Context: an optimization exercise on an open-source flow, tuned for small area, a short achievable clock period and few clock cycles per item. The choices shown serve that exercise and are no tape-out recipe.
Where RTL was checked, it was by simulation tests only, not by an equivalence proof against the original.

==> ember: inputs <==
## geofence
module geofence (clk, reset, X, Y, valid, is_inside);
input clk;
input reset;
input [9:0] X;
input [9:0] Y;
output valid;
output is_inside;
reg  [3:0] cnt;       
reg  [9:0] px, py;
reg  [9:0] dmx, dmy, rmx, rmy, lmx, lmy;    
reg        dsx, dsy, rsx, rsy, lsx, lsy;    
reg        in_flag;
wire [10:0] ex = {1'b0, X} - {1'b0, px};
wire [10:0] ey = {1'b0, Y} - {1'b0, py};
wire [9:0]  fx = px - X;
wire [9:0]  fy = py - Y;
wire        nx = ex[10], ny = ey[10];
wire        zx = (X == px), zy = (Y == py);
always @(posedge clk) begin
    dmx <= nx ? fx : ex[9:0];
    dmy <= ny ? fy : ey[9:0];
    dsx <= nx | (zx & ny);
    dsy <= ny | (zy & ~nx);
end
wire tie = ~dsy;
wire pa, ql;
cross_pos u_a (.usx(rsx), .umx(rmx), .usy(rsy), .umy(rmy),
               .wsx(dsx), .wmx(dmx), .wsy(dsy), .wmy(dmy), .tie(tie), .pos(pa));
cross_pos u_b (.usx(lsx), .umx(lmx), .usy(lsy), .umy(lmy),
               .wsx(dsx), .wmx(dmx), .wsy(dsy), .wmy(dmy), .tie(tie), .pos(ql));
wire pb = ~ql;        
  ...
export LEC_CHECK = 0
export ABC_CLOCK_PERIOD_IN_PS = 4000
export CAP_MARGIN = 20
export CORE_MARGIN = 2
export CORE_UTILIZATION = 40
export SLEW_MARGIN = 20
export SYNTH_HIERARCHICAL = 1
create_clock -name core_clock -period 12.0 [get_ports {clk}]
standard.sh (not shown) runs the stock make flow with config.mk's settings and CLKGATE_MAP_FILE= SYNTH_SCRIPT=/design/flow/synth_recipe.tcl, a recipe that flattens the netlist after the stock synthesis.
==> flow/flow/run.sh <==
#!/bin/bash
set -euo pipefail
bash standard.sh SETUP_SLACK_MARGIN=6 finish > standard.log 2>&1
==> tundra (differences from ember) <==
==> flow/run.sh (new file) <==
#!/bin/bash
# synth_recipe.tcl (not shown) runs the flow's synth.tcl, then flattens the netlist and writes it again
# the make line also repeats each setting of config.mk as NAME=value (left out here)
make -C /OpenROAD-flow-scripts/flow DESIGN_CONFIG=/design/flow/config.mk WORK_HOME=/design/flow/orfs CLKGATE_MAP_FILE= SYNTH_SCRIPT=/design/flow/synth_recipe.tcl finish
SETUP_SLACK_MARGIN = 5   (was default)
removed: flow/flow/run.sh
removed: flow/standard.sh
==> willow (differences from ember) <==
==> flow/flow/run.sh (replaced) <==
#!/bin/bash
set -euo pipefail
bash standard.sh SETUP_SLACK_MARGIN=6.5 finish > standard.log 2>&1
==> summary.md <==
| Metric | Value |
|---|---|
| Met2 Use GR | `about a third` |
| Layout area overhead | `14.6%` |
| Outcome | `finished clean` |
| Fraction of area in multi-input gates | `between 70% and 80%` |
| Seq/total area | `between 15 and 20%` |
| Most frequent cells in the layout | `fa_1, nand2_1, and2_1` |
[end of results for willow]
==> summary.md <==
| Metric | Value |
|---|---|
| Outcome | `finished clean` |
| Met2 Use GR | `34.9%` |
| Mapped cell area | `14,200 µm²` |
| Layout area overhead | `7.64%` |
| Fraction of area in multi-input gates | `between 70% and 80%` |
[end of results for tundra]
==> summary.md <==
| Metric | Value |
|---|---|
| Most frequent cells in the layout | `fa_1, nand2_1, and2_1` |
| Fraction of area in multi-input gates | `between 70 and 80%` |
| Seq/total area | `16.3%` |
| Layout area overhead | `8.06%` |
| Outcome | `finished clean` |
[end of results for ember]
Testbench counts of ember, summed over its fixed seeds: cycles 10,800, objects 1,200.
Testbench counts of tundra, summed over its fixed seeds: cycles 10,800, objects 1,200.
Testbench counts of willow, summed over its fixed seeds: cycles 10,800, objects 1,200.

==> exp/zinc <==
Another version of the RTL of geofence (not shown whole).
Settings: LEC_CHECK=0, CAP_MARGIN=20, CORE_MARGIN=2, CORE_UTILIZATION=40, SLEW_MARGIN=20, SYNTH_HIERARCHICAL=1; clock period 12.0 ns.
run.sh (not shown) runs the stock make flow with config.mk's settings and CLKGATE_MAP_FILE= SYNTH_SCRIPT=/design/flow/synth_recipe.tcl, a recipe that flattens the netlist after the stock synthesis.
Stock flow here: none of the scripts above is used.
==> exp/lagoon (differences from exp/zinc) <==
--- a/flow/config.mk
+++ b/flow/config.mk
@@ -7,2 +7,3 @@
 export LEC_CHECK = 0
+export ABC_CLOCK_PERIOD_IN_PS = 5000
 export CAP_MARGIN = 20
@@ -10,2 +11,3 @@
 export CORE_UTILIZATION = 40
+export SETUP_SLACK_MARGIN = 3
 export SLEW_MARGIN = 20
==> run notes <==
Die area is the same in exp/lagoon and exp/zinc. Between exp/zinc and exp/lagoon, the lower critical path depth is in exp/lagoon (gap 2). Between exp/zinc and exp/lagoon, the lower sequential share of layout area is in exp/lagoon (gap 0.75 points). Of exp/lagoon and exp/zinc, exp/lagoon has the higher global-route usage (gap 1.2 points). In synthesized area, exp/zinc and exp/lagoon do not differ.
No functional check of the RTL was part of any run of this note.

==> run A: inputs <==
Another version of the RTL of geofence (not shown whole).
==> module geofence, before the edit <==
module geofence (clk, reset, X, Y, valid, is_inside);
input clk;
input reset;
input [9:0] X;
input [9:0] Y;
output valid;
output is_inside;
reg  [3:0] cnt;       
reg  [9:0] px, py;
reg  [9:0] dmx, dmy_n, rmx_n, rmy, lmx_n, lmy;
reg        dsx, dsy, rsx, rsy, lsx, lsy;    
reg        in_flag;
wire [10:0] ex = {1'b0, X} - {1'b0, px};
wire [10:0] ey = {1'b0, Y} - {1'b0, py};
wire        nx = ex[10], ny = ey[10];
wire        zx = (X == px), zy = (Y == py);
wire [9:0]  ox, oy;
assign ox[0] = 1'b0;
assign oy[0] = 1'b0;
genvar j;
generate
    for (j = 1; j < 10; j = j + 1) begin : g_abs
        assign ox[j] = ox[j-1] | ex[j-1];
        assign oy[j] = oy[j-1] | ey[j-1];
    end
endgenerate
always @(posedge clk) begin
    dmx <= ex[9:0] ^ ({10{nx}} & ox);
    dmy_n <= ~(ey[9:0] ^ ({10{ny}} & oy));
    dsx <= nx | (zx & ny);
    dsy <= ny | (zy & ~nx);
end
wire tie = ~dsy;
wire npa, nql;
wire pa = ~npa, ql = ~nql;
cross_pos u_a (.usx(rsx), .unx(rmx_n), .usy(rsy), .umy(rmy),
               .wsx(dsx), .wmx(dmx), .wsy(dsy), .nwy(dmy_n), .tie(tie), .npos(npa));
cross_pos u_b (.usx(lsx), .unx(lmx_n), .usy(lsy), .umy(lmy),
               .wsx(dsx), .wmx(dmx), .wsy(dsy), .nwy(dmy_n), .tie(tie), .npos(nql));
wire pb = ~ql;        
always @(posedge clk or posedge reset) begin
    if (reset)            cnt <= 4'd0;
    else if (cnt[3])      cnt <= 4'd0;
    else                  cnt <= cnt + 4'd1;
end
wire first = (cnt == 4'd2);
always @(posedge clk) begin
    if (cnt == 4'd0) begin
        px <= X;
        py <= Y;
    end
    if (first || (!pa && pb)) begin
        rmx_n <= ~dmx; rsx <= dsx; rmy <= ~dmy_n; rsy <= dsy;
    end
    if (first || (pa && !pb)) begin
        lmx_n <= ~dmx; lsx <= dsx; lmy <= ~dmy_n; lsy <= dsy;
    end
    if (first)                          in_flag <= 1'b0;
    else if (!pa && !pb)               in_flag <= 1'b1;
end
assign valid = cnt[3];
assign is_inside = in_flag;
endmodule
Settings: LEC_CHECK=0, ABC_CLOCK_PERIOD_IN_PS=4000, CAP_MARGIN=20, CORE_MARGIN=2, CORE_UTILIZATION=40, SLEW_MARGIN=20, SYNTH_HIERARCHICAL=1; clock period 12.0 ns.
standard.sh (not shown) runs the stock make flow with config.mk's settings and CLKGATE_MAP_FILE= SYNTH_SCRIPT=/design/flow/synth_recipe.tcl, a recipe that flattens the netlist after the stock synthesis.
==> flow/flow/run.sh <==
#!/bin/bash
set -euo pipefail
bash standard.sh SETUP_SLACK_MARGIN=6.5 finish > standard.log 2>&1
==> inputs of run F, as changes to run A <==
--- a/flow/design.v
+++ b/flow/design.v
@@ -15,3 +15,2 @@
 wire        nx = ex[10], ny = ey[10];
-wire        zx = (X == px), zy = (Y == py);
 wire [9:0]  ox, oy;
@@ -26,2 +25,3 @@
 endgenerate
+wire        zx = ~(ox[9] | ex[9]), zy = ~(oy[9] | ey[9]);    
 always @(posedge clk) begin
==> flow/flow/run.sh (replaced) <==
#!/bin/bash
set -euo pipefail
bash standard.sh SETUP_SLACK_MARGIN=6.25 finish > standard.log 2>&1
==> notes <==
- Against run F, the worst hold slack of run A is lower by 0.0041 ns.
- In run A the routed wire length is larger than in run F, by 10%.
- Against run A, the setup slack of run F is lower by 0.16 ns.
- Cell count: run F is lower than run A (about 3.3%).
- In run A the final area is larger than in run F, by 5.6%.
==> figures <==
|  | run F | run A |
|---|---|---|
| Post-DR wirelength/cell | 19.19 um | 20.43 um |
| Multi-input combinational cell count | 1117 | 1129 |
| Drt initial violations | 915 | 918 |
| Count of fill cells added during filler insertion | 3077 | 3062 |
| Delay of the slowest cell on the worst path | 0.69 ns | 0.56 ns |
| Pin count of the biggest net entering global routing | 23 | 22 |
| Via count of the first global-routing pass | 10420 | 11100 |
| Non-filler cells in the finished layout | 1818 | 1881 |
| Horizontal die dimension | 186.9 um | 188.2 um |
| Status | no timing/DRC/antenna violations | no timing/DRC/antenna violations |
| Worst slew slack as a fraction of its limit | 23.03% | 54.14% |
| Netlist area before placement | 0.01338 sq mm | 0.01357 sq mm |
| Average via count per standard cell | 5.316 | 5.402 |
| Final clock period utilization by the worst path | 46.61% | 45.29% |
No run of this note included a check of the RTL's function; only the layout flow was run.

==> trial 22: inputs <==
Another version of the RTL of geofence (not shown whole).
==> module geofence, before the edit <==
module geofence (clk, reset, X, Y, valid, is_inside);
input clk;
input reset;
input [9:0] X;
input [9:0] Y;
output valid;
output is_inside;
reg  [2:0] cnt;       
reg  [9:0] px, py;
reg  [9:0] dmx, dmy, rmx, rmy, lmx, lmy;    
reg        dsx, dsy, rsx, rsy, lsx, lsy;    
reg        in_flag;
wire [10:0] ex = {1'b0, X} - {1'b0, px};
wire [10:0] ey = {1'b0, Y} - {1'b0, py};
wire [9:0]  fx = px - X;
wire [9:0]  fy = py - Y;
wire        nx = ex[10], ny = ey[10];
wire        zx = (X == px), zy = (Y == py);
always @(posedge clk) begin
    dmx <= nx ? fx : ex[9:0];
    dmy <= ny ? fy : ey[9:0];
    dsx <= nx | (zx & ny);
    dsy <= ny | (zy & ~nx);
end
wire tie = ~dsy;
wire pa, ql;
cross_pos u_a (.usx(rsx), .umx(rmx), .usy(rsy), .umy(rmy),
               .wsx(dsx), .wmx(dmx), .wsy(dsy), .wmy(dmy), .tie(tie), .pos(pa));
cross_pos u_b (.usx(lsx), .umx(lmx), .usy(lsy), .umy(lmy),
               .wsx(dsx), .wmx(dmx), .wsy(dsy), .wmy(dmy), .tie(tie), .pos(ql));
wire pb = ~ql;        
always @(posedge clk or posedge reset) begin
    if (reset) cnt <= 3'd0;
    else       cnt <= cnt + 3'd1;
end
wire first = (cnt == 3'd2);
always @(posedge clk) begin
    if (cnt == 3'd0) begin
        px <= X;
        py <= Y;
    end
    if (first || (!pa && pb)) begin
        rmx <= dmx; rsx <= dsx; rmy <= dmy; rsy <= dsy;
    end
    if (first || (pa && !pb)) begin
        lmx <= dmx; lsx <= dsx; lmy <= dmy; lsy <= dsy;
    end
    if (first)              in_flag <= 1'b0;
    else if (!pa && !pb)    in_flag <= 1'b1;
end
assign valid = (cnt == 3'd7);
assign is_inside = in_flag | (!pa && !pb);
endmodule
make LEC_CHECK=0 ABC_CLOCK_PERIOD_IN_PS=4000 CAP_MARGIN=20 CORE_MARGIN=2 CORE_UTILIZATION=65 SETUP_SLACK_MARGIN=5 SLEW_MARGIN=20 SYNTH_HIERARCHICAL=1 finish   # period 12.0 ns
run.sh (not shown) runs the stock make flow with config.mk's settings and CLKGATE_MAP_FILE= SYNTH_SCRIPT=/design/flow/synth_recipe.tcl, a recipe that flattens the netlist after the stock synthesis.
Stock flow here: none of the scripts above is used.
==> build 24: changes against trial 22 <==
--- a/flow/design.v
+++ b/flow/design.v
@@ -5,7 +5,7 @@
 input [9:0] Y;
 output valid;
 output is_inside;
-reg  [2:0] cnt;       
+reg  [3:0] cnt;       
 reg  [9:0] px, py;
 reg  [9:0] dmx, dmy, rmx, rmy, lmx, lmy;    
 reg        dsx, dsy, rsx, rsy, lsx, lsy;    
@@ -30,12 +30,13 @@
                .wsx(dsx), .wmx(dmx), .wsy(dsy), .wmy(dmy), .tie(tie), .pos(ql));
 wire pb = ~ql;        
 always @(posedge clk or posedge reset) begin
-    if (reset) cnt <= 3'd0;
-    else       cnt <= cnt + 3'd1;
+    if (reset)            cnt <= 4'd0;
+    else if (cnt[3])      cnt <= 4'd0;
+    else                  cnt <= cnt + 4'd1;
 end
-wire first = (cnt == 3'd2);
+wire first = (cnt == 4'd2);
 always @(posedge clk) begin
-    if (cnt == 3'd0) begin
+    if (cnt == 4'd0) begin
         px <= X;
         py <= Y;
     end
@@ -45,11 +46,11 @@
     if (first || (pa && !pb)) begin
         lmx <= dmx; lsx <= dsx; lmy <= dmy; lsy <= dsy;
     end
-    if (first)              in_flag <= 1'b0;
-    else if (!pa && !pb)    in_flag <= 1'b1;
+    if (first)                          in_flag <= 1'b0;
+    else if (!pa && !pb)               in_flag <= 1'b1;
 end
-assign valid = (cnt == 3'd7);
-assign is_inside = in_flag | (!pa && !pb);
+assign valid = cnt[3];
+assign is_inside = in_flag;
 endmodule
 module cross_pos (usx, umx, usy, umy, wsx, wmx, wsy, wmy, tie, pos);
 input usx, usy, wsx, wsy, tie;
==> flow/flow/run.sh (new file) <==
#!/bin/bash
set -euo pipefail
bash standard.sh SETUP_SLACK_MARGIN=6 finish > standard.log 2>&1
==> flow/standard.sh (new file) <==
#!/bin/bash
# synth_recipe.tcl (not shown) runs the flow's synth.tcl, then flattens the netlist and writes it again
# the make line also repeats each setting of config.mk as NAME=value (left out here)
make -C /OpenROAD-flow-scripts/flow DESIGN_CONFIG=/design/flow/config.mk WORK_HOME=/design/flow/orfs CLKGATE_MAP_FILE= SYNTH_SCRIPT=/design/flow/synth_recipe.tcl "${@:-finish}"
Settings changed: CORE_UTILIZATION 65 to 40, PLACE_DENSITY set to 0.75, SETUP_SLACK_MARGIN 5 to not set.
removed: flow/run.sh
==> build 54: changes against trial 22 <==
--- a/flow/design.v
+++ b/flow/design.v
@@ -22,12 +22,15 @@
     dsx <= nx | (zx & ny);
     dsy <= ny | (zy & ~nx);
 end
-wire tie = ~dsy;
+wire gt_r = {dmy, dmx} > {rmy, rmx};
+wire gt_l = {dmy, dmx} > {lmy, lmx};
+wire tie_a = ~rsy ^ ((rsy == dsy) & gt_r);
+wire tie_b = ~lsy ^ ((lsy == dsy) & gt_l);
 wire pa, ql;
 cross_pos u_a (.usx(rsx), .umx(rmx), .usy(rsy), .umy(rmy),
-               .wsx(dsx), .wmx(dmx), .wsy(dsy), .wmy(dmy), .tie(tie), .pos(pa));
+               .wsx(dsx), .wmx(dmx), .wsy(dsy), .wmy(dmy), .tie(tie_a), .pos(pa));
 cross_pos u_b (.usx(lsx), .umx(lmx), .usy(lsy), .umy(lmy),
-               .wsx(dsx), .wmx(dmx), .wsy(dsy), .wmy(dmy), .tie(tie), .pos(ql));
+               .wsx(dsx), .wmx(dmx), .wsy(dsy), .wmy(dmy), .tie(tie_b), .pos(ql));
 wire pb = ~ql;        
 always @(posedge clk or posedge reset) begin
     if (reset) cnt <= 3'd0;
Settings changed: ABC_CLOCK_PERIOD_IN_PS 4000 to 6000, CORE_UTILIZATION 65 to 40, SETUP_SLACK_MARGIN 5 to 3.
==> comparison table <==
Maximum operating frequency: build 24 174.0 MHz; build 54 115.0 MHz; trial 22 127.5 MHz
Last element of the critical path: build 24 lmy[1]$_DFFE_PP_; build 54 is_inside; trial 22 is_inside
# resized after CTS: build 24 17; build 54 2; trial 22 56
Setup repair after global routing missed its margin: build 24 no; build 54 no; trial 22 yes
Post-Syn Area: build 24 0.01422 mm^2; build 54 0.01528 mm^2; trial 22 0.01423 mm^2
Synthesized area divided by synthesized cell count: build 24 11.35 um^2; build 54 10.94 um^2; trial 22 11.38 um^2
HPWL after detailed placement: build 24 25500 um; build 54 28260 um; trial 22 25700 um
Result of the run: build 24 complete, no violations; build 54 complete, no violations; trial 22 complete, no violations
Fraction of area in multi-input gates: build 24 74.01%; build 54 74.99%; trial 22 72.15%
WL per Instance: build 24 19.61 um; build 54 19.63 um; trial 22 22.70 um
Critical path origin: build 24 rmy[5]$_DFFE_PP_; build 54 rmx[6]$_DFFE_PP_; trial 22 lmx[5]$_DFFE_PP_
Number of stages on the worst setup path: build 24 14; build 54 16; trial 22 16
Register-to-register setup slack: build 24 6250 ps; build 54 5750 ps; trial 22 5900 ps
Headroom to the max-slew limit: build 24 26.18%; build 54 32.53%; trial 22 37.78%
Simple logic cell fraction of the synthesized area: build 24 16.41%; build 54 16.69%; trial 22 16.26%
Testbench counts of trial 22, summed over its fixed seeds: cycles 9,600, objects 1,200.
Testbench counts of build 24, summed over its fixed seeds: cycles 10,800, objects 1,200.
No functional check of the RTL was part of build 54.

re-timing with driven ports:
How much do the figures lean on ideal ports? The routed layouts below were timed once more, with nothing changed but the port constraints.
Step 1: set_driving_cell puts a clkbuf_16 on clk and a buf_2 on each other input, an assumption about the parent block.
Step 2 also shifts input and output timing later by t, the mid clock arrival at the registers, as if the neighbouring blocks saw the same clock.
Three values: no drivers, after step 1, after step 2; two values: the first two.
run	t, ns	setup WS [ns]	worst hold slack (ns)	worst setup path after step 2	pins driven straight from the clock port
ember	0.387	6.234 / 6.234 / 6.234	0.457 / 0.457 / 0.457	register to register	1
tundra	0.394	5.554 / 5.554 / 5.554	0.463 / 0.463 / 0.463	register to register	1
willow	0.382	6.545 / 6.545 / 6.545	0.463 / 0.463 / 0.463	register to register	1
exp/zinc	0.370	0.854 / 0.870 / 0.500	0.477 / 0.477 / 0.477	input to register	1
exp/lagoon	0.385	2.110 / 2.114 / 1.730	0.457 / 0.457 / 0.457	input to register	1
run A	0.379	6.565 / 6.565 / 6.565	0.455 / 0.455 / 0.455	register to register	1
run F	0.385	6.407 / 6.407 / 6.407	0.459 / 0.459 / 0.459	register to register	1
trial 22	0.397	4.159 / 4.115 / 4.512	0.468 / 0.468 / 0.468	register to output	1
build 24	0.384	6.252 / 6.252 / 6.252	0.464 / 0.464 / 0.464	register to register	1
build 54	0.387	3.301 / 3.261 / 3.648	0.470 / 0.470 / 0.470	register to output	1
After both steps every run listed still meets setup and hold. For exp/lagoon, which loses most, drivers alone change the setup slack by +0.004 ns; drivers and shift together by -0.380 ns.
